From an optimization exercise on the open Yosys and OpenROAD flow, aimed at small area and a short achievable clock period; shortcuts taken in it are not production practice. Only simulation tests tie the RTL to the original design; equivalence was not proved. In every run shown here, the design's own scripts or RTL, not TritonCTS, make the clock network. The clock port is modelled as an ideal driver, which makes a skipped or thinned clock tree look cheaper than it is; a real chip needs a root buffer or a tree. No activity file was given, so power comes from the tool's default toggle rates.

**flow/design.v**
```verilog
`timescale 1ns/100ps
module APB_Slave
(
    input               PCLK,
    input               PRESETn,
    input               PENABLE,
    input        [7:0]  PADDR,
    input               PWRITE,
    input               PSEL,
    input        [31:0] PWDATA,
    output reg   [31:0] PRDATA,
    output reg          PREADY
);
reg         setup;         
reg  [7:0]  temp_addr;
reg  [31:0] temp_data;
reg         temp_write;
reg         wr_pend;       
reg         ph;            
reg  [8191:0] mem;         
wire match = setup && PSEL && PENABLE && PADDR == temp_addr &&
             PWRITE == temp_write && PWDATA == temp_data;
wire [15:0] dlo = 16'd1 << temp_addr[3:0];
wire [15:0] dhi = 16'd1 << temp_addr[7:4];
wire [255:0] sel_n;
wire [255:0] we;
genvar r, b;
generate
    for (r = 0; r < 256; r = r + 1) begin : dec
        apb_nand2 u_sel (.a(dlo[r % 16]), .b(dhi[r / 16]), .y(sel_n[r]));
        apb_nor2  u_we  (.a(sel_n[r]), .b(!wr_pend), .y(we[r]));
    end
endgenerate
wire [31:0] wd = wr_pend ? temp_data ^ {32{ph}} : 32'hFFFF_FFFF;
wire [8191:0] mem_d;
generate
    for (r = 0; r < 256; r = r + 1) begin : row
        for (b = 0; b < 32; b = b + 1) begin : col
            apb_o22ai u (.a1(mem[32*r+b]), .a2(we[r]), .b1(sel_n[r]), .b2(wd[b]), .y(mem_d[32*r+b]));
        end
    end
endgenerate
always @(negedge PCLK)
    mem <= mem_d;
wire [31:0] rd_n;
generate
    for (b = 0; b < 32; b = b + 1) begin : rdt
        wire [127:0] l1;    
        wire [31:0]  l2;    
        wire [7:0]   l3;    
        wire [1:0]   l4;    
        for (r = 0; r < 128; r = r + 1) begin : g1
            apb_o22ai u (.a1(mem[32*(2*r)+b]), .a2(sel_n[2*r]), .b1(mem[32*(2*r+1)+b]), .b2(sel_n[2*r+1]), .y(l1[r]));
        end
        for (r = 0; r < 32; r = r + 1) begin : g2
            apb_nor4 u (.a(l1[4*r]), .b(l1[4*r+1]), .c(l1[4*r+2]), .d(l1[4*r+3]), .y(l2[r]));
        end
        for (r = 0; r < 8; r = r + 1) begin : g3
            apb_nand4 u (.a(l2[4*r]), .b(l2[4*r+1]), .c(l2[4*r+2]), .d(l2[4*r+3]), .y(l3[r]));
        end
        for (r = 0; r < 2; r = r + 1) begin : g4
            apb_nor4 u (.a(l3[4*r]), .b(l3[4*r+1]), .c(l3[4*r+2]), .d(l3[4*r+3]), .y(l4[r]));
        end
        apb_nand2 u5 (.a(l4[0]), .b(l4[1]), .y(rd_n[b]));
    end
endgenerate
wire [31:0] rd = ~rd_n ^ {32{ph}};
always @(negedge PRESETn or negedge PCLK) begin
    if (!PRESETn) begin
        setup  <= 1'b0;
        PRDATA <= 32'd0;
        PREADY <= 1'b0;
    end else begin
        setup  <= !setup && PSEL && !PENABLE;
        PRDATA <= (match && !PWRITE) ? rd : 32'd0;
        if (match)
            PREADY <= 1'b1;
    end
end
always @(negedge PCLK) begin
    if (PRESETn && !setup && PSEL && !PENABLE) begin
        temp_addr  <= PADDR;
        temp_data  <= PWDATA;
        temp_write <= PWRITE;
    end
    wr_pend <= PRESETn && match && PWRITE;
    ph <= !ph;
end
endmodule
module apb_nand2 (input a, b, output y);
    assign y = ~(a & b);
endmodule
module apb_nor2 (input a, b, output y);
    assign y = ~(a | b);
endmodule
module apb_o22ai (input a1, a2, b1, b2, output y);
    assign y = ~((a1 | a2) & (b1 | b2));
endmodule
module apb_nor4 (input a, b, c, d, output y);
    assign y = ~(a | b | c | d);
endmodule
module apb_nand4 (input a, b, c, d, output y);
    assign y = ~(a & b & c & d);
endmodule
```
**flow/flow/run.sh**
```bash
#!/bin/bash
# Own layout flow: ORFS's standard steps, except
# * the clock tree is built by flow/ctsgen.py (one balanced tree whose leaf
#   drivers invert the clock for the posedge flip-flops), in place of one
#   cloned clock inverter per register plus TritonCTS;
# * the read tree's nor4 cells are sized down before floorplan;
# * port buffers are buf_4 cells; outputs on the bottom edge, inputs on top;
# * registers that drive outputs sit next to their port buffers (ctsgen.py).
set -euo pipefail
here=$(pwd)
res=$here/orfs/results/sky130hd/APB_Slave/base
export CTS_SPLIT=4,4,4,2 CTS_DRV=clkinv_16,inv_16,inv_12,inv_6 CTS_K=22 CTS_KN=12 \
       CTS_LEAF_INV=clkinv_8 CTS_LEAF_BUF=clkbuf_8 CTS_LEAFN_INV=clkinv_4 CTS_LEAFN_BUF=clkbuf_16
bash standard.sh synth > synth.log 2>&1
bash standard.sh PRE_FLOORPLAN_TCL=$here/flow/pre_floorplan.tcl \
  BUFFER_PORTS_ARGS="-buffer_cell sky130_fd_sc_hd__buf_4" PRE_IO_PLACEMENT_TCL=$here/flow/io.tcl floorplan place > floorplan_place.log 2>&1
cp $res/3_place.odb $res/3_place_noclk.odb
openroad -python -no_init -exit $here/flow/ctsgen.py $res/3_place_noclk.odb $res/3_place.odb > ctsgen.log 2>&1
bash standard.sh PRE_CTS_TCL=$here/flow/pre_cts.tcl finish > cts_route_finish.log 2>&1
```
**flow/flow/ctsgen.py**
```python
"""Clock tree for this design, built in place of ORFS's clock-inverter cloning
and TritonCTS.

Synthesis leaves the registers in two groups: posedge flip-flops clocked by one
inverter on PCLK (the falling-edge registers), and native negedge flip-flops on
PCLK.  This script removes that inverter and builds one balanced tree:
  PCLK -> up to 4 top drivers -> levels of drivers -> leaf drivers -> flip-flops
built top down by splitting the flip-flops into regions geometrically, with a
driver at the centre of each region.  Every flip-flop is at the same depth, and
the polarity of each leaf driver (inverter or buffer) is chosen so that the
posedge flip-flops see ~PCLK and the negedge ones PCLK.

Before that it moves each register that drives an output port next to that
port's buffer, so the half-cycle register-to-output paths have no long wire.

usage: openroad -python ctsgen.py IN.odb OUT.odb
settings (environment): see P below.
"""
import os, sys, math
from openroad import Design, Tech
import odb

HD = "sky130_fd_sc_hd__"
E = os.environ.get
P = dict(
    SPLIT=[int(x) for x in E("CTS_SPLIT", "4,8,8").split(",")],  # regions per level, top down
    DRV=E("CTS_DRV", "clkinv_16,inv_16,inv_16").split(","),       # driver per level, top down
    K=int(E("CTS_K", "20")),        # max posedge flip-flops per leaf
    KN=int(E("CTS_KN", "12")),      # max negedge flip-flops per leaf
    LEAF_INV=E("CTS_LEAF_INV", "clkinv_8"),
    LEAF_BUF=E("CTS_LEAF_BUF", "clkbuf_8"),
    LEAFN_INV=E("CTS_LEAFN_INV", "clkinv_4"),
    LEAFN_BUF=E("CTS_LEAFN_BUF", "clkbuf_16"),
    PULL=int(E("CTS_PULL_OUTPUT_REGS", "1")),
)
assert P["SPLIT"][0] <= 4 and len(P["DRV"]) == len(P["SPLIT"])
print("ctsgen settings", P)

tech = Tech()
design = Design(tech)
design.readDb(sys.argv[1])
block = design.getBlock()
db = design.getDb()


def master(name):
    m = db.findMaster(HD + name)
    assert m, name
    return m


def inverting(name):
    return "inv" in name


if P["PULL"]:
    moved = 0
    for bt in block.getBTerms():
        if bt.getIoType() != "OUTPUT":
            continue
        drv = [i for i in bt.getNet().getITerms() if i.isOutputSignal()]
        if len(drv) != 1:
            continue
        buf = drv[0].getInst()
        ins = [i for i in buf.getITerms() if i.isInputSignal()]
        if len(ins) != 1 or ins[0].getNet() is None:
            continue
        src = [i for i in ins[0].getNet().getITerms() if i.isOutputSignal()]
        if len(src) != 1 or not src[0].getInst().getMaster().isSequential():
            continue
        bx, by = buf.getLocation()
        src[0].getInst().setLocation(bx, by)
        moved += 1
    print("output registers moved next to their port buffers:", moved)

clk_net = block.findBTerm("PCLK").getNet()
inv = None
neg_sinks = []
for it in clk_net.getITerms():
    if inverting(it.getInst().getMaster().getName()):
        assert inv is None, "more than one clock inverter"
        inv = it.getInst()
    else:
        neg_sinks.append(it)
assert inv is not None
inv_in = [i for i in inv.getITerms() if i.isInputSignal()][0]
inv_out = [i for i in inv.getITerms() if i.isOutputSignal()][0]
inv_net = inv_out.getNet()
pos_sinks = [i for i in inv_net.getITerms() if i.getInst() != inv]
for it in pos_sinks + neg_sinks:
    assert it.getInst().getMaster().isSequential(), it.getInst().getName()
print("clock inverter", inv.getName(), "posedge sinks", len(pos_sinks), "negedge sinks", len(neg_sinks))


def loc(it):
    b = it.getInst().getBBox()
    return (b.xMin() + b.xMax()) // 2, (b.yMin() + b.yMax()) // 2


def bisect(points, kmax):
    """Groups of at most kmax points (x, y, ...) by recursive bisection along
    the longer side, the counts split in proportion to the groups each half
    needs."""
    n = len(points)
    if n <= kmax:
        return [points]
    ngroups = math.ceil(n / kmax)
    nl = round(n * (ngroups // 2) / ngroups)
    xs = [p[0] for p in points]
    ys = [p[1] for p in points]
    key = (lambda p: (p[0], p[1])) if max(xs) - min(xs) >= max(ys) - min(ys) else (lambda p: (p[1], p[0]))
    pts = sorted(points, key=key)
    return bisect(pts[:nl], kmax) + bisect(pts[nl:], kmax)


def split(points, k):
    return bisect(points, math.ceil(len(points) / k))


def centroid(g):
    return sum(p[0] for p in g) / len(g), sum(p[1] for p in g) / len(g)


# disconnect the synthesized inverter and the flip-flops
for it in pos_sinks + neg_sinks:
    it.disconnect()
inv_in.disconnect()
inv_out.disconnect()
odb.dbInst_destroy(inv)
odb.dbNet_destroy(inv_net)

count = [0]
area = [0.0]
used = {}


def make(cell, x, y, prefix, in_net):
    count[0] += 1
    name = "%s_%d" % (prefix, count[0])
    m = master(cell)
    inst = odb.dbInst_create(block, m, name)
    inst.setLocation(int(x - m.getWidth() / 2), int(y - m.getHeight() / 2))
    inst.setPlacementStatus("PLACED")
    net = odb.dbNet_create(block, "clknet_" + name)
    net.setSigType("CLOCK")
    [i for i in inst.getITerms() if i.isOutputSignal()][0].connect(net)
    [i for i in inst.getITerms() if i.isInputSignal()][0].connect(in_net)
    area[0] += m.getWidth() * m.getHeight() / 1e6
    used[cell] = used.get(cell, 0) + 1
    return net


def leaves(points, in_net, parity):
    """points: (x, y, iterm, kind); in_net has polarity PCLK xor parity."""
    for kind, kmax in (("pos", P["K"]), ("neg", P["KN"])):
        pts = [p for p in points if p[3] == kind]
        if not pts:
            continue
        want = 1 if kind == "pos" else 0   # posedge flops want ~PCLK
        need_inv = (parity ^ want) == 1
        if kind == "pos":
            cell = P["LEAF_INV"] if need_inv else P["LEAF_BUF"]
        else:
            cell = P["LEAFN_INV"] if need_inv else P["LEAFN_BUF"]
        for g in bisect(pts, kmax):
            cx, cy = centroid(g)
            net = make(cell, cx, cy, "cts_leaf", in_net)
            for p in g:
                p[2].connect(net)


def build(points, level, in_net, parity):
    if level == len(P["SPLIT"]):
        leaves(points, in_net, parity)
        return
    cell = P["DRV"][level]
    for g in split(points, P["SPLIT"][level]):
        cx, cy = centroid(g)
        net = make(cell, cx, cy, "cts_l%d" % level, in_net)
        build(g, level + 1, net, parity ^ inverting(cell))


points = [(*loc(it), it, "pos") for it in pos_sinks] + [(*loc(it), it, "neg") for it in neg_sinks]
build(points, 0, clk_net, 0)
print("clock tree cells", used, "area %.1f" % area[0])
design.writeDb(sys.argv[2])
```
**flow/flow/io.tcl**
```tcl
# Output ports together on the bottom edge, inputs on the top edge.
set_io_pin_constraint -pin_names {PRDATA* PREADY} -region bottom:*
set_io_pin_constraint -pin_names {PWDATA* PADDR* PWRITE PSEL PENABLE PRESETn} -region top:*
```
**flow/flow/pre_cts.tcl**
```tcl
# The clock tree was built before this step (flow/ctsgen.py): skip ORFS's own
# clock-inverter cloning and tree synthesis, keep the rest of the CTS step
# (legalization and timing repair).
proc repair_clock_inverters { args } { puts "pre_cts: repair_clock_inverters skipped" }
proc clock_tree_synthesis { args } { puts "pre_cts: clock_tree_synthesis skipped (tree built by flow/ctsgen.py)" }
```
**flow/flow/pre_floorplan.tcl**
```tcl
# The read tree's nor4 gates sit on full-cycle paths with plenty of slack:
# use the smallest size (synthesis maps each one alone and picks nor4_2).
set db [ord::get_db]
set block [[$db getChip] getBlock]
set small [$db findMaster sky130_fd_sc_hd__nor4_1]
set n 0
foreach inst [$block getInsts] {
  if { [[$inst getMaster] getName] != "sky130_fd_sc_hd__nor4_2" } { continue }
  set y [$inst findITerm Y]
  set net [$y getNet]
  if { $net != "NULL" && [string match "rdt*" [$net getName]] } {
    $inst swapMaster $small
    incr n
  }
}
puts "pre_floorplan: $n read-tree nor4_2 cells resized to nor4_1"
```
**flow/standard.sh**
```bash
#!/bin/bash
# synth_recipe.tcl (not shown) runs the flow's synth.tcl, then flattens the netlist and writes it again
# the make line also repeats each setting of config.mk as NAME=value (left out here)
make -C /OpenROAD-flow-scripts/flow DESIGN_CONFIG=/design/flow/config.mk WORK_HOME=/design/flow/orfs CLKGATE_MAP_FILE= SYNTH_SCRIPT=/design/flow/synth_recipe.tcl "${@:-finish}"
```
**flow/config.mk**
```make
export PLATFORM = sky130hd
export DESIGN_NAME = APB_Slave
export DESIGN_NICKNAME = APB_Slave
export VERILOG_FILES = /design/flow/design.v
export SDC_FILE = /design/flow/constraint.sdc
export NUM_CORES = 8
export LEC_CHECK = 0
export CAP_MARGIN = 20
export CORE_MARGIN = 2
export CORE_UTILIZATION = 65
export SETUP_SLACK_MARGIN = 3.0
export SLEW_MARGIN = 20
export SYNTH_HIERARCHICAL = 1
export SYNTH_MEMORY_MAX_BITS = 8192
export SYNTH_MINIMUM_KEEP_SIZE = 0
```
**flow/constraint.sdc**
```tcl
create_clock -name core_clock -period 12.0 [get_ports {PCLK}]
set_input_delay 2.4000 -clock core_clock [delete_from_list [all_inputs] [get_ports {PCLK}]]
set_output_delay 2.4000 -clock core_clock [all_outputs]
set_load 0.01 [all_outputs]
```
==> results.toml, run 1 <==
[clocking]
clk_pin_slew_ns = 0.07
ctsHoldBuffers = 0
worstSkewPairLatency_ns = 0.58

[grt]
grt_pass1_wl_um = 1380000
grt_max_degree = 163
antenna_found_initial = 79
track_usage_pct = 45.5
overflow = 0
grt_pass1_vias = 210000

[power]
pwr_density_cell_nw_per_um2 = 144
power_leakage_nw = 96.1
peakVddDrop_mv = 0.149

[critical_path]
cp_data_required_time_ns = 6.51
cp-end-kind = "flop"
cp.arrival_ns = 4.39
cpPeakStageDelay_ns = 0.52
crit_chain = "buf_6, xnor2_2, nand4_1, buf_12, buf_4, or4_4, clkbuf_16, nor4b_4"
path_class = "in -> reg"
crit_fanout = 8
slowest_stage = "or4_4"
cp-start-kind = "input port"

[floorplan]
initial_utilization_pct = 65.2
io_pins = 78
die_h_um = 631
die_w_um = 631
rows = 230
coreArea_um2 = 392000
dieArea_um2 = 398000

[drt]
routed-wl-met3_um = 129000
post_drt_wl_per_cell_um = 32.3
firstDrtPassIters = 8
vias = 232000
top_layer = "met5"
vias_per_cell = 7.86
routed_wirelength_um = 956000
drtAntennaViolNets = 0
wl_met1_um = 349000
drt_first_iter_violations = 30700
drc = 0
wl_met2_um = 391000

[timing]
fin_tns_setup_ns = 0
worst_slew_pin_slew_ns = 1.71
setup_ws_ns = 2.12
finClkSkew_ns = 0.111
finalHoldViolCount = 0
rsz0062_at_grt = "true"
slew_viol_final = 72
slew_headroom_pct = -14.2
setup_viol = 0
fin_hold_ws_ns = 0.444

[final_layout]
final_common_cell = "o22ai_1"
layout-drive-gt1-share_pct = 9.65
most-common-layout-cells = "o22ai_1, dfxtp_1, nor4_1"
nNetsFinal = 24300
instances_no_fill = 29600
fin_util_pct = 72.0

[place]
hpwl_um = 575000
dp.cells = 28900
pre_cts_slack_ns = 1.11
place_congestion = 1.00
port_buffers = 77

[status]
status = "failed layout checks"
so.violations = "max-slew violations"

[synth]
ys.warnings.count = 7
synth_nets = 22800
syn_inst = 22700

[flow_run]
drv_cap = 1

[hold_path]
hold_class = "reg -> reg"
## critical path, delay by kind of cell
kind	cells	cell delay [ns]
AND/OR/NAND/NOR	3	1.12
XOR/XNOR	1	0.12
buffers and inverters	4	0.72
## registers in the layout, indices dropped and copies added, names as in the netlist
name / flops
temp_addr: 8
PREADY: 1
ph: 1
temp_data: 32
setup: 1
mem: 8192
temp_write: 1
PRDATA: 32
wr_pend: 1
## cell type report
type | instances | area [um2]
Fill cell | 29200 | 110000
Antenna cell | 46 | 115
Sequential cell | 8269 | 166000
Tap cell | 5220 | 6530
Multi-Input combinational cell | 14400 | 92400
Timing Repair Buffer | 983 | 7900
Buffer | 5 | 125
Inverter | 598 | 8850
## timing repair
action | in CTS | in global routing
gates resized for setup | 52 | 52
pin swaps | 22 | 17
setup buffers | 22 | 3
endpoints found under the setup margin | 76 | 108
hold endpoints to repair | 0 | 0
cloned | 7 | 2
## stage by stage
step	area, um2	total power, mW
after global routing	282000	41.7
after detailed placement	272000	32.3
after floorplan	256000	32.3
final	282000	40.6
after CTS	281000	38.3
after global placement	272000	32.3
## final timing paths
kind | slack [ns] | startpoint | cells after the start | endpoint
max | 2.12 | PADDR[6] | 8 | PRDATA[8]$_DFF_NN0_
max in group asynchronous | 3.76 | PRESETn | 1 | PRDATA[10]$_DFF_NN0_
min reg2reg | 0.44 | mem[7058]$_DFF_N_ | 1 | mem[7058]$_DFF_N_
min in group asynchronous | 7.69 | PRESETn | 1 | setup$_DFF_NN0_
min | 0.44 | mem[7058]$_DFF_N_ | 1 | mem[7058]$_DFF_N_
max reg2reg | 4.49 | temp_addr[1]$_DFFE_NP_ | 13 | PRDATA[11]$_DFF_NN0_
## metal layers
metal	global-route usage [%]	vias up
met2	64.4	14500
met5	0	-
met3	14.1	2944
li1	-	101000
met4	34.7	54
met1	58.3	114000
## power by group
group	internal [mW]	switching, mW
logic	0.0422	0.101
clock network	2.05	10.9
registers	27.5	0.00612
==> inputs of run 2 (changes only) <==
--- a/flow/design.v
+++ b/flow/design.v
@@ -20,4 +20,29 @@
 reg  [8191:0] mem;         
-wire match = setup && PSEL && PENABLE && PADDR == temp_addr &&
-             PWRITE == temp_write && PWDATA == temp_data;
+genvar r, b;
+wire [43:0] eq;
+generate
+    for (b = 0; b < 32; b = b + 1) begin : eqd
+        apb_xnor2 u (.a(PWDATA[b]), .b(temp_data[b]), .y(eq[b]));
+    end
+    for (b = 0; b < 8; b = b + 1) begin : eqa
+        apb_xnor2 u (.a(PADDR[b]), .b(temp_addr[b]), .y(eq[32+b]));
+    end
+endgenerate
+apb_xnor2 eqw (.a(PWRITE), .b(temp_write), .y(eq[40]));
+assign eq[41] = PSEL;
+assign eq[42] = PENABLE;
+assign eq[43] = setup;
+wire [10:0] m1;    
+wire [2:0]  m2;    
+wire        match_n;
+generate
+    for (b = 0; b < 11; b = b + 1) begin : mt1
+        apb_nand4 u (.a(eq[4*b]), .b(eq[4*b+1]), .c(eq[4*b+2]), .d(eq[4*b+3]), .y(m1[b]));
+    end
+endgenerate
+apb_nor4 mt2a (.a(m1[0]), .b(m1[1]), .c(m1[2]), .d(m1[3]), .y(m2[0]));
+apb_nor4 mt2b (.a(m1[4]), .b(m1[5]), .c(m1[6]), .d(m1[7]), .y(m2[1]));
+apb_nor3 mt2c (.a(m1[8]), .b(m1[9]), .c(m1[10]), .y(m2[2]));
+apb_nand3 mt3 (.a(m2[0]), .b(m2[1]), .c(m2[2]), .y(match_n));
+wire match = !match_n;
 wire [15:0] dlo = 16'd1 << temp_addr[3:0];
@@ -26,3 +51,2 @@
 wire [255:0] we;
-genvar r, b;
 generate
@@ -67,2 +91,9 @@
 wire [31:0] rd = ~rd_n ^ {32{ph}};
+wire [31:0] rdg_n = ~(rd & {32{!temp_write}});
+wire [31:0] prdata_d;
+generate
+    for (b = 0; b < 32; b = b + 1) begin : prd
+        apb_nor2 u (.a(match_n), .b(rdg_n[b]), .y(prdata_d[b]));
+    end
+endgenerate
 always @(negedge PRESETn or negedge PCLK) begin
@@ -74,3 +105,3 @@
         setup  <= !setup && PSEL && !PENABLE;
-        PRDATA <= (match && !PWRITE) ? rd : 32'd0;
+        PRDATA <= prdata_d;
         if (match)
@@ -85,3 +116,3 @@
     end
-    wr_pend <= PRESETn && match && PWRITE;
+    wr_pend <= PRESETn && match && temp_write;
     ph <= !ph;
@@ -94,2 +125,11 @@
     assign y = ~(a | b);
+endmodule
+module apb_nor3 (input a, b, c, output y);
+    assign y = ~(a | b | c);
+endmodule
+module apb_nand3 (input a, b, c, output y);
+    assign y = ~(a & b & c);
+endmodule
+module apb_xnor2 (input a, b, output y);
+    assign y = ~(a ^ b);
 endmodule
--- a/flow/flow/run.sh
+++ b/flow/flow/run.sh
@@ -6,4 +6,5 @@
 # * the read tree's nor4 cells are sized down before floorplan;
-# * port buffers are buf_4 cells; outputs on the bottom edge, inputs on top;
-# * registers that drive outputs sit next to their port buffers (ctsgen.py).
+# * port buffers are buf_4 cells; all ports on the bottom edge;
+# * registers that drive outputs sit next to their port buffers, and wr_pend
+#   next to its D logic (ctsgen.py).
 set -euo pipefail
@@ -11,4 +12,4 @@
 res=$here/orfs/results/sky130hd/APB_Slave/base
-export CTS_SPLIT=4,4,4,2 CTS_DRV=clkinv_16,inv_16,inv_12,inv_6 CTS_K=22 CTS_KN=12 \
-       CTS_LEAF_INV=clkinv_8 CTS_LEAF_BUF=clkbuf_8 CTS_LEAFN_INV=clkinv_4 CTS_LEAFN_BUF=clkbuf_16
+export CTS_PULL_D=wr_pend CTS_SPLIT=4,4,4,2 CTS_DRV=clkinv_16,inv_12,inv_8,inv_4 CTS_K=22 CTS_KN=8 \
+       CTS_LEAF_INV=inv_8 CTS_LEAF_BUF=clkbuf_8 CTS_LEAFN_INV=clkinv_4 CTS_LEAFN_BUF=buf_8
 bash standard.sh synth > synth.log 2>&1
--- a/flow/flow/ctsgen.py
+++ b/flow/flow/ctsgen.py
@@ -34,2 +34,6 @@
     PULL=int(E("CTS_PULL_OUTPUT_REGS", "1")),
+    # 1: the negedge flip-flops' leaves hang one level up (below the last
+    # level of drivers), with LEAFN_INV/LEAFN_BUF sized so that they are not
+    # earlier than the posedge flip-flops
+    NEG_UP=int(E("CTS_NEG_UP", "0")),
 )
@@ -74,2 +78,16 @@
     print("output registers moved next to their port buffers:", moved)
+
+# Registers named in CTS_PULL_D (comma separated prefixes) move next to the
+# cell that drives their D pin: their D paths start at the inputs (half a
+# cycle), their Q paths are full-cycle paths.
+for prefix in [x for x in E("CTS_PULL_D", "").split(",") if x]:
+    for inst in block.getInsts():
+        if not inst.getName().startswith(prefix) or not inst.getMaster().isSequential():
+            continue
+        d = inst.findITerm("D")
+        src = [i for i in d.getNet().getITerms() if i.isOutputSignal()] if d and d.getNet() else []
+        if len(src) == 1:
+            x, y = src[0].getInst().getLocation()
+            inst.setLocation(x, y)
+            print("moved", inst.getName(), "next to", src[0].getInst().getName())
 
@@ -152,5 +170,7 @@
 
-def leaves(points, in_net, parity):
+def leaves(points, in_net, parity, kinds=("pos", "neg")):
     """points: (x, y, iterm, kind); in_net has polarity PCLK xor parity."""
     for kind, kmax in (("pos", P["K"]), ("neg", P["KN"])):
+        if kind not in kinds:
+            continue
         pts = [p for p in points if p[3] == kind]
@@ -173,4 +193,9 @@
     if level == len(P["SPLIT"]):
-        leaves(points, in_net, parity)
+        leaves(points, in_net, parity, ("pos",) if P["NEG_UP"] else ("pos", "neg"))
         return
+    if level == len(P["SPLIT"]) - 1 and P["NEG_UP"]:
+        leaves(points, in_net, parity, ("neg",))
+        points = [p for p in points if p[3] == "pos"]
+        if not points:
+            return
     cell = P["DRV"][level]
==> flow/flow/io.tcl (replaced) <==
# All signal ports on the bottom edge, the outputs in the middle: the ports'
# half-cycle paths then stay short.
set_io_pin_constraint -pin_names {PRDATA* PREADY} -region bottom:250-450
set_io_pin_constraint -pin_names {PWDATA* PADDR* PWRITE PSEL PENABLE PRESETn PCLK} -region bottom:*
--- a/flow/config.mk
+++ b/flow/config.mk
@@ -7,7 +7,7 @@
 export LEC_CHECK = 0
-export CAP_MARGIN = 20
+export CAP_MARGIN = 30
 export CORE_MARGIN = 2
-export CORE_UTILIZATION = 65
+export CORE_UTILIZATION = 70
 export SETUP_SLACK_MARGIN = 3.0
-export SLEW_MARGIN = 20
+export SLEW_MARGIN = 40
 export SYNTH_HIERARCHICAL = 1
==> run 2 against run 1 <==
Against the previous run:
- the run now finishes clean
- critical path depth is 7 lower
- cell count is 1.6% lower
- setup slack better by 0.35 ns
- clock power is 8% lower
==> results.toml, run 2 <==
[status]
status = "finished clean"

[clocking]
ctsHoldBuffers = 0
clk_pin_slew_ns = 0.10
worstSkewPairLatency_ns = 0.57

[floorplan]
rows = 221
dieArea_um2 = 370000
io_pins = 78
die_h_um = 608
coreArea_um2 = 363000
initial_utilization_pct = 70.4
die_w_um = 608

[critical_path]
r2r_start = "temp_addr[3]$_DFFE_NP_"
cp_data_required_time_ns = 9.60
cp.depth = 1
cpLargestDelayFamily = "flip-flops"
cp-end-kind = "output port"
cp-start-kind = "flop"
crit_chain = "buf_6"
path_class = "reg -> out"
cpPeakStageDelay_ns = 0.45
rr_worst_depth = 14
crit_fanout = 1
r2r_end = "PRDATA[28]$_DFF_NN0_"
path_buf_inv = 1
rrSetupSlack_ns = 4.94
slowest_stage = "dfrtn_1"
cp.arrival_ns = 7.13

[final_layout]
final_common_cell = "o22ai_1"
multi_input_area_um2 = 93600
top_regs = "mem x8192, PRDATA x32, temp_data x32"
nFillCells = 24800
largest_reg_flops = 8192
layout-drive-gt1-share_pct = 10.3
most-common-layout-cells = "o22ai_1, dfxtp_1, buf_4"
nNetsFinal = 24300
regArea_um2 = 166000
instances_no_fill = 29100
largest_register = "mem"

[power]
power_leakage_nw = 95.3
pwr_density_cell_nw_per_um2 = 141
peakVddDrop_mv = 0.138

[hold_path]
min_delay_worst_endpoint = "mem[671]$_DFF_N_"
hold_class = "reg -> reg"
hold_path_depth = 1
min_from = "mem[671]$_DFF_N_"

[timing]
rsz0062_at_grt = "true"
slew_viol_final = 0
setup_viol = 0
worst_slew_pin_slew_ns = 1.16
fin_tns_setup_ns = 0
finClkSkew_ns = 0.0931
finalHoldViolCount = 0
slew_headroom_pct = 22.0

[place]
place_congestion = 0.956
hpwl_um = 561000
port_buffers = 77
dp.cells = 28400

[drt]
wl_met1_um = 333000
wl_met2_um = 376000
vias_per_cell = 7.99
routed-wl-met3_um = 119000
drc = 0
post_drt_wl_per_cell_um = 31.4
top_layer = "met5"
vias = 232000
firstDrtPassIters = 9
drt_first_iter_violations = 31400
routed_wirelength_um = 912000
drtAntennaViolNets = 0

[synth]
synth_nets = 22800
ys.warnings.count = 7
syn_inst = 22700

[grt]
grt_pass1_wl_um = 1330000
grt_max_degree = 146
antenna_found_initial = 46
track_usage_pct = 46.6
grt_pass1_vias = 212000
overflow = 0

[flow_run]
drv_cap = 0
[run 2: per-stage QoR]
step	area [um2]	utilization (%)	total power [mW]	hold WS, ns	worst slack [ns]
after global placement	270000	74.5	32.3	0.427	1.50
after detailed placement	272000	75.0	32.3	0.414	1.65
after floorplan	255000	-	32.3	0.422	2.54
final	280000	77.1	39.5	0.448	2.47
after CTS	279000	76.8	37.2	0.438	2.29
after global routing	280000	77.1	40.5	0.458	2.46
[run 2: report_power, final]
| group | total (mW) | internal [mW] | leakage [nW] | switching, mW |
|---|---|---|---|---|
| Clock | 11.9 | 1.69 | 3.48 | 10.2 |
| Sequential | 27.5 | 27.5 | 69.9 | 0.00747 |
| Combinational | 0.126 | 0.0372 | 21.9 | 0.0890 |
[run 2: what timing repair did]
action	in CTS	in global routing
pin swaps	19	8
buffers inserted	4	8
gates cloned	11	1
endpoints found under the setup margin	75	73
gates resized for setup	36	61
endpoints found under the hold margin	0	0
[run 2: cell type report]
class                      count  share of cell area (%)
inverter                     598                    2.23
timing repair buffer         944                    2.79
sequential                  8269                    59.4
multi-input combinational  14500                    33.4
tap                         4794                    2.14
buffer                         5                  0.0268
antenna                       26                  0.0232
[run 2: how the worst max path moves through the flow]
stage,start,endpoint,slack (ns)
final,PRDATA[30]$_DFF_NN0_,PRDATA[30],2.47
after global routing,PRDATA[30]$_DFF_NN0_,PRDATA[30],2.46
after CTS,PWDATA[10],wr_pend$_DFF_N_,2.29
after detailed placement,PWDATA[26],wr_pend$_DFF_N_,1.65
after global placement,PWDATA[3],wr_pend$_DFF_N_,1.50
after floorplan,PWDATA[9],wr_pend$_DFF_N_,2.54
[run 2: per-layer routing]
layer / up-vias / global-route usage [%]
met5: - / 0
met1: 114000 / 61.1
met4: 38 / 36.2
met3: 2970 / 11.2
met2: 15100 / 66.6
li1: 101000 / -
==> inputs of run 3 (changes only) <==
--- a/flow/config.mk
+++ b/flow/config.mk
@@ -11,3 +11,3 @@
 export SETUP_SLACK_MARGIN = 3.0
-export SLEW_MARGIN = 40
+export SLEW_MARGIN = 25
 export SYNTH_HIERARCHICAL = 1
==> run 3 against run 2 <==
Against the previous run:
- still clean
- clock power barely moved
- die area is the same
- global-route usage fell by 0.080 points
- register-to-register slack got worse by 0.15 ns
- sequential cell count stayed put
- critical path depth stayed put
- hold slack about the same
- total power is essentially flat
- critical endpoint is now PRDATA[15]
- highest routed layer unchanged
==> results.toml, run 3 <==
[critical_path]
path_buf_inv = 1
crit_fanout = 1
cpPeakStageDelay_ns = 0.43
slowest_stage = "dfrtn_1"
cp_data_required_time_ns = 9.60
cp-end-kind = "output port"
cpLargestDelayFamily = "flip-flops"
cp-start-kind = "flop"
crit_chain = "buf_6"
cp.arrival_ns = 7.12
path_class = "reg -> out"

[drt]
drt_first_iter_violations = 31400
vias = 233000
drc = 0
post_drt_wl_per_cell_um = 31.3
firstDrtPassIters = 8
routed_wirelength_um = 912000
drtAntennaViolNets = 0
vias_per_cell = 7.98

[final_layout]
nFillCells = 25300
nNetsFinal = 24400
largest_register = "mem"
final_common_cell = "o22ai_1"
top_regs = "mem x8192, PRDATA x32, temp_data x32"
regArea_um2 = 166000
largest_reg_flops = 8192
layout-drive-gt1-share_pct = 9.71
most-common-layout-cells = "o22ai_1, dfxtp_1, nor4_1"
fin_util_pct = 76.7
multi_input_area_um2 = 91900

[floorplan]
dieArea_um2 = 370000
die_w_um = 608
io_pins = 78
coreArea_um2 = 363000
initial_utilization_pct = 70.4
die_h_um = 608
rows = 221

[timing]
finClkSkew_ns = 0.0827
worst_slew_pin_slew_ns = 1.29
setup_viol = 0
fin_tns_setup_ns = 0
setup_ws_ns = 2.48
finalHoldViolCount = 0
rsz0062_at_grt = "true"
slew_viol_final = 0
slew_headroom_pct = 14.0

[clocking]
worstSkewPairLatency_ns = 0.57
ctsHoldBuffers = 0
clk_pin_slew_ns = 0.10

[grt]
antenna_found_initial = 42
grt_max_degree = 160
grt_pass1_wl_um = 1330000
grt_pass1_vias = 211000
track_usage_pct = 46.5
overflow = 0

[place]
pre_cts_slack_ns = 1.52
place_congestion = 0.956
hpwl_um = 559000
port_buffers = 77

[power]
power_leakage_nw = 94.9
peakVddDrop_mv = 0.131
pwr_density_cell_nw_per_um2 = 142

[synth]
syn_inst = 22700
ys.warnings.count = 7
synth_nets = 22800

[flow_run]
drv_cap = 0

[status]
status = "finished clean"

[hold_path]
hold_class = "reg -> reg"
[run 3: worst reg2reg max path: stages, from the launching register on]
cell      delay (ns)
edfxtp_1        0.74
nand2b_1        0.58
nor2_2          0.07
buf_4           0.26
nand2_2         0.56
buf_4           0.50
o22ai_1         0.19
nor4_1          1.01
nand4_1         0.93
nor4_1          1.32
nand2_1         0.29
xnor2_1         0.22
nand2b_1        0.33
nor2_4          0.08
[run 3: timing repair]
item                                    in CTS  in global routing
setup buffers                                6                  7
endpoints found under the setup margin      75                 67
gates cloned                                12                  0
gates resized for setup                     46                 49
pin swaps                                   12                  5
[run 3: final timing paths]
check	end	slack [ns]	from	depth (start not counted)
setup reg to reg	PRDATA[1]$_DFF_NN0_	4.79	temp_addr[4]$_DFFE_NP_	13
setup / recovery	PRDATA[15]	2.48	PRDATA[15]$_DFF_NN0_	1
hold reg to reg	mem[2981]$_DFF_N_	0.45	mem[2981]$_DFF_N_	1
max in group asynchronous	PRDATA[16]$_DFF_NN0_	4.04	PRESETn	1
hold / removal	mem[2981]$_DFF_N_	0.45	mem[2981]$_DFF_N_	1
min in group asynchronous	PRDATA[21]$_DFF_NN0_	7.63	PRESETn	1
[run 3: cell type report]
type,instances,area share [%]
Inverter,598,2.24
Sequential cell,8269,59.7
Multi-Input combinational cell,14500,33.0
Buffer,5,0.0270
Timing Repair Buffer,1016,2.83
Antenna cell,25,0.0225
Tap cell,4794,2.16
[run 3: routing by layer]
metal / global-route usage, % / wire length (um) / vias up
met3: 11.4 / 119000 / 2997
met1: 60.9 / 333000 / 113000
met2: 66.6 / 376000 / 15500
met4: 35.7 / 83900 / 30
met5: 0 / 202 / -
li1: - / - / 101000
[run 3: report_power, final]
part	internal (mW)	switching, mW
Combinational	0.0375	0.0887
Sequential	27.5	0.00705
Clock	1.69	10.2
Total	29.2	10.3
[run 3: per-stage QoR]
stage	power (mW)	area, um2	hold slack (ns)	cells
floorplan	32.3	255000	0.422	22700
finish	39.5	278000	0.447	29200
detailed placement	32.3	271000	0.422	28500
global placement	32.3	270000	0.427	28400
CTS	37.2	277000	0.431	29100
global route	40.5	278000	0.458	29100
==> inputs of run 4 (changes only) <==
--- a/flow/design.v
+++ b/flow/design.v
@@ -18,3 +18,2 @@
 reg         wr_pend;       
-reg         ph;            
 reg  [8191:0] mem;         
@@ -57,3 +56,3 @@
 endgenerate
-wire [31:0] wd = wr_pend ? temp_data ^ {32{ph}} : 32'hFFFF_FFFF;
+wire [31:0] wd = wr_pend ? temp_data : 32'hFFFF_FFFF;
 wire [8191:0] mem_d;
@@ -62,3 +61,3 @@
         for (b = 0; b < 32; b = b + 1) begin : col
-            apb_o22ai u (.a1(mem[32*r+b]), .a2(we[r]), .b1(sel_n[r]), .b2(wd[b]), .y(mem_d[32*r+b]));
+            apb_o22a u (.a1(mem[32*r+b]), .a2(we[r]), .b1(sel_n[r]), .b2(wd[b]), .y(mem_d[32*r+b]));
         end
@@ -90,3 +89,3 @@
 endgenerate
-wire [31:0] rd = ~rd_n ^ {32{ph}};
+wire [31:0] rd = ~rd_n;
 wire [31:0] rdg_n = ~(rd & {32{!temp_write}});
@@ -117,3 +116,2 @@
     wr_pend <= PRESETn && match && temp_write;
-    ph <= !ph;
 end
@@ -144 +142,4 @@
 endmodule
+module apb_o22a (input a1, a2, b1, b2, output y);
+    assign y = (a1 | a2) & (b1 | b2);
+endmodule
==> run 4 against run 3 <==
Against the previous run:
- hold slack improved by 0.033 ns
- setup slack got worse by 0.061 ns
- cell count rose by 1.2%
- clock power barely moved
- utilization fell by 0.26 points
- via count rose by 0.19%
- wire length rose by 2.5%
- clock skew rose by 0.0082 ns
==> results.toml, run 4 <==
[critical_path]
rrSetupSlack_ns = 5.48
crit_fanout = 1
rr_worst_depth = 12
cp-end-kind = "output port"
path_class = "reg -> out"
path_buf_inv = 1
cp_data_required_time_ns = 9.60
crit_chain = "buf_6"
cpLargestDelayFamily = "flip-flops"
r2r_end = "PRDATA[21]$_DFF_NN0_"
cp-startpoint = "PRDATA[7]$_DFF_NN0_"
slowest_stage = "dfrtn_1"
r2r_start = "temp_addr[7]$_DFFE_NP_"
cp.arrival_ns = 7.18
cp-start-kind = "flop"
crit_end = "PRDATA[7]"
cp.depth = 1
cpPeakStageDelay_ns = 0.48

[power]
p_sw_share_pct = 26.7
share_comb_of_total_power_pct = 1.3
pwr_density_cell_nw_per_um2 = 133
power_switching_mw = 10.7
power_frac_seq_pct = 68.8
internal-power_mw = 29.3
pwr-share-clk_pct = 30.0
peakVddDrop_mv = 0.131
power_leakage_nw = 114

[floorplan]
io_pins = 78
coreArea_um2 = 392000
dieArea_um2 = 399000
die_h_um = 631
die_w_um = 631
initial_utilization_pct = 70.3
rows = 230

[drt]
firstDrtPassIters = 9
routed_wirelength_um = 935000
vias = 233000
drtAntennaViolNets = 0
post_drt_wl_per_cell_um = 31.7
drc = 0
vias_per_cell = 7.90
drt_first_iter_violations = 29300

[hold_path]
hold_class = "reg -> reg"

[status]
status = "finished clean"

[timing]
slew_viol_final = 0
fin_hold_ws_ns = 0.481
setup_viol = 0
fin_tns_setup_ns = 0
slew_headroom_pct = 12.9
rsz0062_at_grt = "true"
worst_slew_pin_slew_ns = 1.29
finalHoldViolCount = 0
finClkSkew_ns = 0.0909

[clocking]
clk_pin_slew_ns = 0.10
ctsHoldBuffers = 0
worstSkewPairLatency_ns = 0.57

[grt]
grt_pass1_wl_um = 1360000
grt_max_degree = 159
antenna_found_initial = 38
track_usage_pct = 44.5
overflow = 0
grt_pass1_vias = 215000

[synth]
syn_inst = 22600
ys.warnings.count = 7
synth_nets = 22700

[final_layout]
layout-drive-gt1-share_pct = 10.1
most-common-layout-cells = "o22a_1, dfxtp_1, o22ai_1"
largest_register = "mem"
largest_reg_flops = 8192
top_regs = "mem x8192, PRDATA x32, temp_data x32"
nNetsFinal = 24300

[flow_run]
drv_cap = 0

[place]
hpwl_um = 574000
port_buffers = 77
place_congestion = 0.942
## run 4: layout make-up
type / count / area [um2]
multi-input cells: 14400 / 112000
fillers: 27200 / 92300
flip-flops and latches: 8268 / 166000
plain buffers: 6 / 90.1
diodes: 24 / 60.1
inverters: 597 / 6240
repair buffers: 1034 / 8380
well taps: 5220 / 6530
## run 4: repair_timing
| action | in CTS | in global routing |
|---|---|---|
| resized for setup | 40 | 64 |
| gates cloned | 6 | 2 |
| buffers inserted | 11 | 9 |
| setup endpoints to repair | 75 | 99 |
| pin swaps | 9 | 7 |
## run 4: metrics by stage
stage | instances | power, mW | instance area (um2) | worst slack, ns | util, %
6_report | 29500 | 39.9 | 300000 | 2.42 | 76.5
5_1_grt | 29500 | 40.9 | 300000 | 2.46 | 76.4
4_1_cts | 29400 | 37.5 | 299000 | 2.21 | 76.2
3_5_place_dp | 28800 | 32.7 | 292000 | 1.34 | 74.5
3_3_place_gp | 28800 | 32.7 | 291000 | 1.43 | 74.3
2_1_floorplan | 22600 | 32.4 | 276000 | 1.72 | -
## run 4: worst min path at each step
stage	from	endpoint	slack, ns	depth (start not counted)
final	mem[1455]$_DFF_N_	mem[1455]$_DFF_N_	0.48	1
after global routing	mem[6832]$_DFF_N_	mem[6832]$_DFF_N_	0.49	1
after CTS	PREADY$_DFFE_NN0N_	PREADY$_DFFE_NN0N_	0.46	1
after detailed placement	PREADY$_DFFE_NN0N_	PREADY$_DFFE_NN0N_	0.43	1
after global placement	PREADY$_DFFE_NN0N_	PREADY$_DFFE_NN0N_	0.42	1
after floorplan	mem[1000]$_DFF_N_	mem[1000]$_DFF_N_	0.45	1
## run 4: power groups by stage
stage | Clock [mW] | Sequential, mW | Combinational (mW)
after floorplan | 4.13 | 28.1 | 0.136
final | 12.0 | 27.5 | 0.512
after global routing | 13.0 | 27.5 | 0.484
after detailed placement | 4.13 | 28.1 | 0.444
after CTS | 8.99 | 28.1 | 0.455
after global placement | 4.13 | 28.1 | 0.438
## run 4: per-layer routing
metal  vias up  part of all wire [%]  GRT usage, %
met3      2524                    13          12.1
met5         -                 0.043             0
met1    117000                    37          58.5
met4        30                   7.1          27.2
li1     100000                     -             -
met2     13400                    42          65.6
==> inputs of run 5 (changes only) <==
--- a/flow/design.v
+++ b/flow/design.v
@@ -48,2 +48,5 @@
 wire [15:0] dhi = 16'd1 << temp_addr[7:4];
+wire [15:0] dlo_n = ~dlo;
+wire [15:0] dhi_n = ~dhi;
+wire [15:0] dhi_w = dhi & {16{wr_pend}};
 wire [255:0] sel_n;
@@ -52,4 +55,4 @@
     for (r = 0; r < 256; r = r + 1) begin : dec
-        apb_nand2 u_sel (.a(dlo[r % 16]), .b(dhi[r / 16]), .y(sel_n[r]));
-        apb_nor2  u_we  (.a(sel_n[r]), .b(!wr_pend), .y(we[r]));
+        apb_or2  u_sel (.a(dlo_n[r % 16]), .b(dhi_n[r / 16]), .y(sel_n[r]));
+        apb_and2 u_we  (.a(dlo[r % 16]), .b(dhi_w[r / 16]), .y(we[r]));
     end
@@ -118,2 +121,8 @@
 endmodule
+module apb_or2 (input a, b, output y);
+    assign y = a | b;
+endmodule
+module apb_and2 (input a, b, output y);
+    assign y = a & b;
+endmodule
 module apb_nand2 (input a, b, output y);
--- a/flow/flow/run.sh
+++ b/flow/flow/run.sh
@@ -12,3 +12,3 @@
 res=$here/orfs/results/sky130hd/APB_Slave/base
-export CTS_PULL_D=wr_pend CTS_SPLIT=4,4,4,2 CTS_DRV=clkinv_16,inv_12,inv_8,inv_4 CTS_K=22 CTS_KN=8 \
+export CTS_PULL_D=wr_pend CTS_SPLIT=4,3,3,3 CTS_DRV=clkinv_16,inv_12,inv_8,inv_6 CTS_K=20 CTS_KN=8 \
        CTS_LEAF_INV=inv_8 CTS_LEAF_BUF=clkbuf_8 CTS_LEAFN_INV=clkinv_4 CTS_LEAFN_BUF=buf_8
--- a/flow/flow/ctsgen.py
+++ b/flow/flow/ctsgen.py
@@ -38,2 +38,5 @@
     NEG_UP=int(E("CTS_NEG_UP", "0")),
+    # "inv_a,inv_b": a non-inverting negedge leaf is made of these two
+    # inverters instead of LEAFN_BUF
+    LEAFN_PAIR=[x for x in E("CTS_LEAFN_PAIR", "").split(",") if x],
 )
@@ -186,3 +189,7 @@
             cx, cy = centroid(g)
-            net = make(cell, cx, cy, "cts_leaf", in_net)
+            if kind == "neg" and not need_inv and P["LEAFN_PAIR"]:
+                mid = make(P["LEAFN_PAIR"][0], cx, cy, "cts_leafa", in_net)
+                net = make(P["LEAFN_PAIR"][1], cx, cy, "cts_leaf", mid)
+            else:
+                net = make(cell, cx, cy, "cts_leaf", in_net)
             for p in g:
--- a/flow/flow/pre_floorplan.tcl
+++ b/flow/flow/pre_floorplan.tcl
@@ -16 +16,19 @@
 puts "pre_floorplan: $n read-tree nor4_2 cells resized to nor4_1"
+
+# The row decoders drive long lines (64 and 32 loads): give them x4 outputs
+# (or2 and and2 have an output stage, so no buffer is needed behind them).
+set n 0
+foreach inst [$block getInsts] {
+  set y [$inst findITerm X]
+  if { $y == "NULL" } { continue }
+  set net [$y getNet]
+  if { $net == "NULL" } { continue }
+  set nn [$net getName]
+  set m [[$inst getMaster] getName]
+  if { [string match "dec*u_sel.y" $nn] && [string match "sky130_fd_sc_hd__or2_*" $m] } {
+    $inst swapMaster [$db findMaster sky130_fd_sc_hd__or2_4]; incr n
+  } elseif { [string match "dec*u_we.y" $nn] && [string match "sky130_fd_sc_hd__and2_*" $m] } {
+    $inst swapMaster [$db findMaster sky130_fd_sc_hd__and2_4]; incr n
+  }
+}
+puts "pre_floorplan: $n row decoder gates sized to x4"
--- a/flow/config.mk
+++ b/flow/config.mk
@@ -11,3 +11,3 @@
 export SETUP_SLACK_MARGIN = 3.0
-export SLEW_MARGIN = 25
+export SLEW_MARGIN = 30
 export SYNTH_HIERARCHICAL = 1
==> run 5 against run 4 <==
Against the previous run:
- total power up 0.77%
- combinational power up 4%
- global-route usage up 1.7 points
- clock power about the same
- hold slack worse by 0.034 ns
- critical endpoint is now PRDATA[1]
- sequential share of layout area up 0.086 points
- die area up 0.93%
- highest routed layer unchanged
- first-iteration DRC count up 5.0%
==> results.toml, run 5 <==
[power]
peakVddDrop_mv = 0.124
pwr_density_cell_nw_per_um2 = 135
power_leakage_nw = 114
power_mw = 40.2

[floorplan]
dieArea_um2 = 402000
io_pins = 78
initial_utilization_pct = 70.3
coreArea_um2 = 396000
rows = 231
die_w_um = 634
die_h_um = 634

[critical_path]
path_class = "reg -> out"
cp.arrival_ns = 7.14
r2r_start = "temp_addr[2]$_DFFE_NP_"
cp_data_required_time_ns = 9.60
cpLargestDelayFamily = "flip-flops"
cp-startpoint = "PRDATA[1]$_DFF_NN0_"
cp-end-kind = "output port"
path_buf_inv = 1
cp-start-kind = "flop"
cpPeakStageDelay_ns = 0.45
crit_fanout = 1
slowest_stage = "dfrtn_1"
crit_chain = "buf_6"
rrSetupSlack_ns = 4.51

[timing]
finalHoldViolCount = 0
setup_viol = 0
slew_headroom_pct = 11.2
worst_slew_pin_slew_ns = 1.32
finClkSkew_ns = 0.0828
rsz0062_at_grt = "true"
fin_tns_setup_ns = 0
slew_viol_final = 0

[grt]
track_usage_pct = 46.2
antenna_found_initial = 72
grt_max_degree = 169
overflow = 0
grt_pass1_vias = 215000
grt_pass1_wl_um = 1400000

[final_layout]
top_regs = "mem x8192, PRDATA x32, temp_data x32"
largest_register = "mem"
most-common-layout-cells = "o22a_1, dfxtp_1, o22ai_1"
nNetsFinal = 24000
largest_reg_flops = 8192
layout-drive-gt1-share_pct = 8.90

[clocking]
ctsHoldBuffers = 0
clk_pin_slew_ns = 0.03
worstSkewPairLatency_ns = 0.56

[place]
port_buffers = 77
hpwl_um = 580000
place_congestion = 0.948

[status]
status = "finished clean"

[synth]
synth_nets = 22800
syn_inst = 22700
ys.warnings.count = 7

[drt]
post_drt_wl_per_cell_um = 33.5
vias = 235000
vias_per_cell = 8.03
drt_first_iter_violations = 30800
firstDrtPassIters = 8
drc = 0
routed_wirelength_um = 980000
drtAntennaViolNets = 0

[hold_path]
hold_class = "reg -> reg"
min_from = "PREADY$_DFFE_NN0N_"

[flow_run]
drv_cap = 0
[run 5: final cells by class]
class,instances,area [um2]
diodes,85,213
inverters,593,6530
flip-flops and latches,8268,166000
multi-input cells,14400,114000
well taps,5242,6560
fillers,27900,96500
repair buffers,645,5480
plain buffers,6,90.1
[run 5: final timing paths]
path / to / cells after the start
setup / recovery: PRDATA[1] / 1
hold / removal: PREADY$_DFFE_NN0N_ / 1
min in group asynchronous: PRDATA[31]$_DFF_NN0_ / 1
max in group asynchronous: setup$_DFF_NN0_ / 1
setup reg to reg: PRDATA[27]$_DFF_NN0_ / 14
hold reg to reg: PREADY$_DFFE_NN0N_ / 1
[run 5: where the power goes]
group          total (mW)  internal, mW  switching [mW]  leakage [nW]
Combinational       0.530         0.120           0.411          43.5
Sequential           27.4          27.4         0.00410          66.8
Clock                12.3          1.78            10.5          3.49
[run 5: per-stage QoR]
stage | std cells | hold WS (ns) | cell area (um2) | worst slack, ns | util [%]
2_1_floorplan | 22700 | 0.449 | 278000 | 2.54 | -
4_1_cts | 29200 | 0.443 | 298000 | 2.39 | 75.3
5_1_grt | 29200 | 0.468 | 299000 | 2.47 | 75.6
3_3_place_gp | 28500 | 0.423 | 290000 | 2.13 | 73.3
6_report | 29300 | 0.446 | 299000 | 2.46 | 75.6
3_5_place_dp | 28500 | 0.431 | 291000 | 2.12 | 73.5
[run 5: per-layer routing]
layer  part of all wire (%)  wire length, um  vias to the layer above  global-route usage, %
met1                     36           357000                   118000                   58.5
met3                     13           127000                     3339                   13.0
met4                    9.3            90700                       50                   37.5
li1                       -                -                    99400                      -
met5                  0.050              489                        -                  0.157
met2                     41           405000                    14700                   66.0
[run 5: what timing repair did]
item	4_1_cts	5_1_grt
cloned	12	0
resized for setup	40	68
setup endpoints to repair	75	93
buffers inserted	10	5
pin swaps	13	10
hold endpoints to repair	0	0
==> inputs of run 6 (changes only) <==
--- a/flow/design.v
+++ b/flow/design.v
@@ -18,2 +18,3 @@
 reg         wr_pend;       
+reg         ph;            
 reg  [8191:0] mem;         
@@ -59,3 +60,3 @@
 endgenerate
-wire [31:0] wd = wr_pend ? temp_data : 32'hFFFF_FFFF;
+wire [31:0] wd = wr_pend ? temp_data ^ {32{ph}} : 32'hFFFF_FFFF;
 wire [8191:0] mem_d;
@@ -64,3 +65,3 @@
         for (b = 0; b < 32; b = b + 1) begin : col
-            apb_o22a u (.a1(mem[32*r+b]), .a2(we[r]), .b1(sel_n[r]), .b2(wd[b]), .y(mem_d[32*r+b]));
+            apb_o22ai u (.a1(mem[32*r+b]), .a2(we[r]), .b1(sel_n[r]), .b2(wd[b]), .y(mem_d[32*r+b]));
         end
@@ -92,3 +93,3 @@
 endgenerate
-wire [31:0] rd = ~rd_n;
+wire [31:0] rd = ~rd_n ^ {32{ph}};
 wire [31:0] rdg_n = ~(rd & {32{!temp_write}});
@@ -119,2 +120,3 @@
     wr_pend <= PRESETn && match && temp_write;
+    ph <= !ph;
 end
@@ -151,4 +153 @@
 endmodule
-module apb_o22a (input a1, a2, b1, b2, output y);
-    assign y = (a1 | a2) & (b1 | b2);
-endmodule
--- a/flow/flow/run.sh
+++ b/flow/flow/run.sh
@@ -12,3 +12,3 @@
 res=$here/orfs/results/sky130hd/APB_Slave/base
-export CTS_PULL_D=wr_pend CTS_SPLIT=4,3,3,3 CTS_DRV=clkinv_16,inv_12,inv_8,inv_6 CTS_K=20 CTS_KN=8 \
+export CTS_PULL_D=wr_pend CTS_SPLIT=4,3,3,3 CTS_DRV=clkinv_16,inv_12,inv_8,inv_6 CTS_K=22 CTS_KN=8 \
        CTS_LEAF_INV=inv_8 CTS_LEAF_BUF=clkbuf_8 CTS_LEAFN_INV=clkinv_4 CTS_LEAFN_BUF=buf_8
--- a/flow/config.mk
+++ b/flow/config.mk
@@ -11,3 +11,3 @@
 export SETUP_SLACK_MARGIN = 3.0
-export SLEW_MARGIN = 30
+export SLEW_MARGIN = 25
 export SYNTH_HIERARCHICAL = 1
==> run 6 against run 5 <==
Against the previous run:
- sequential share of layout area rose by 4.3 points
- clock power about the same
- wire length shrank 2.8%
- sequential power about the same
- total power is 1.0% lower
- clock skew is 0.017 ns lower
- first-iteration DRC count grew 8.5%
- via count rose by 0.44%
- register-to-register slack worse by 0.74 ns
- final area decreased by 7.2%
- utilization is 0.18 points higher
- cell count fell by 1.2%
- critical endpoint is now PRDATA[29]
- largest power group unchanged
==> results.toml, run 6 <==
[status]
status = "finished clean"

[grt]
grt_pass1_vias = 213000
grt_pass1_wl_um = 1370000
antenna_found_initial = 62
overflow = 0
track_usage_pct = 48.2
grt_max_degree = 161

[final_layout]
multi_input_area_um2 = 93400
regArea_um2 = 166000
most-common-layout-cells = "o22ai_1, dfxtp_1, nor4_1"
nFillCells = 25800
final_common_cell = "o22ai_1"
largest_reg_flops = 8192
layout-drive-gt1-share_pct = 8.34
fin_util_pct = 75.8
largest_register = "mem"
instances_no_fill = 28900
top_regs = "mem x8192, PRDATA x32, temp_data x32"
nNetsFinal = 24100

[floorplan]
coreArea_um2 = 366000
die_w_um = 611
dieArea_um2 = 374000
die_h_um = 611
initial_utilization_pct = 70.4
io_pins = 78
rows = 222

[place]
place_congestion = 0.976
hpwl_um = 553000
dp.cells = 28200
port_buffers = 77
pre_cts_slack_ns = 2.06

[flow_run]
drv_cap = 0

[critical_path]
cp.arrival_ns = 7.12
cpPeakStageDelay_ns = 0.44
cpLargestDelayFamily = "flip-flops"
rr_worst_depth = 13
cp_data_required_time_ns = 9.60
crit_chain = "buf_6"
path_buf_inv = 1
crit_end = "PRDATA[29]"
cp.depth = 1
cp-start-kind = "flop"
crit_fanout = 1
path_class = "reg -> out"
r2r_end = "PRDATA[29]$_DFF_NN0_"
cp-end-kind = "output port"
r2r_start = "temp_addr[0]$_DFFE_NP_"
cp-startpoint = "PRDATA[29]$_DFF_NN0_"
slowest_stage = "dfrtn_1"
rrSetupSlack_ns = 3.77

[timing]
slew_headroom_pct = 10.6
finalHoldViolCount = 0
fin_tns_setup_ns = 0
rsz0062_at_grt = "true"
setup_viol = 0
finClkSkew_ns = 0.0660
slew_viol_final = 0
worst_slew_pin_slew_ns = 1.33
setup_ws_ns = 2.48

[drt]
drt_first_iter_violations = 33400
vias = 236000
drc = 0
vias_per_cell = 8.16
post_drt_wl_per_cell_um = 32.9
firstDrtPassIters = 9
drtAntennaViolNets = 0
routed_wirelength_um = 953000

[clocking]
clk_pin_slew_ns = 0.09
worstSkewPairLatency_ns = 0.56

[synth]
syn_inst = 22800
ys.warnings.count = 7
synth_nets = 22800

[power]
power_leakage_nw = 94.5
power_mw = 39.8
pwr_density_cell_nw_per_um2 = 143
peakVddDrop_mv = 0.121

[hold_path]
hold_class = "reg -> reg"
==> run 6: cell types whose count changed in the layout (fill, tap and decap cells not counted), sizes merged <==
cell,previous run,this run
o22a,8192,0
o22ai,4096,12288
xnor2,41,105
nand2,53,85
or2,288,256
clkbuf,0,21
buf,651,633
diode,85,103
nand2b,36,39
or2b,3,0
dfxtp,8193,8194
==> run 6: worst reg2reg max path: stages, from the launching register on <==
cell and delay [ns]:
edfxtp_1 1.08, nor2_1 0.26, nand2_2 0.75, buf_4 0.59, or2_4 0.40, buf_4 0.55
o22ai_1 0.21, nor4_1 0.91, nand4_1 0.97, nor4_1 1.22, nand2_1 0.66, xnor2_1 0.28
nand2b_1 0.16, nor2_2 0.06
==> run 6: what timing repair did <==
item                       4_1_cts  5_1_grt
hold buffers                     0        0
buffers inserted                10        4
gates resized for setup         52       62
cloned                          11        1
setup endpoints to repair       75       67
pin swaps                       13       10
==> run 6: power by group <==
part / leakage (nW) / switching, mW / internal [mW]
sequential: 69.9 / 0.00518 / 27.4
combinational: 21.0 / 0.115 / 0.0407
clock: 3.49 / 10.5 / 1.78
==> run 6: stage by stage <==
step	hold WS [ns]	area (um2)
3_3_place_gp	0.423	269000
5_1_grt	0.455	277000
2_1_floorplan	0.422	258000
4_1_cts	0.427	277000
3_5_place_dp	0.423	270000
6_report	0.446	278000
==> run 6: cell type report <==
| cell class | instances | share of cell area [%] |
|---|---|---|
| Sequential cell | 8269 | 59.8 |
| Multi-Input combinational cell | 14500 | 33.6 |
| Inverter | 593 | 2.35 |
| Tap cell | 4816 | 2.17 |
| Timing Repair Buffer | 648 | 1.89 |
| Antenna cell | 103 | 0.0928 |
| Buffer | 6 | 0.0324 |
==> run 6: how the worst min path moves through the flow <==
stage,start,to,slack (ns),cells after the start
after floorplan,mem[1000]$_DFF_N_,mem[1000]$_DFF_N_,0.42,1
after detailed placement,PREADY$_DFFE_NN0N_,PREADY$_DFFE_NN0N_,0.42,1
final,mem[6392]$_DFF_N_,mem[6392]$_DFF_N_,0.45,1
after CTS,PREADY$_DFFE_NN0N_,PREADY$_DFFE_NN0N_,0.43,1
after global routing,mem[1981]$_DFF_N_,mem[1981]$_DFF_N_,0.46,1
after global placement,PREADY$_DFFE_NN0N_,PREADY$_DFFE_NN0N_,0.42,1
==> run 6: per-layer routing <==
layer / global-route usage, % / part of all wire [%]
met1: 60.9 / 36
met5: 0.555 / 0.024
met2: 67.3 / 41
met3: 15.1 / 14
met4: 40.4 / 9.8
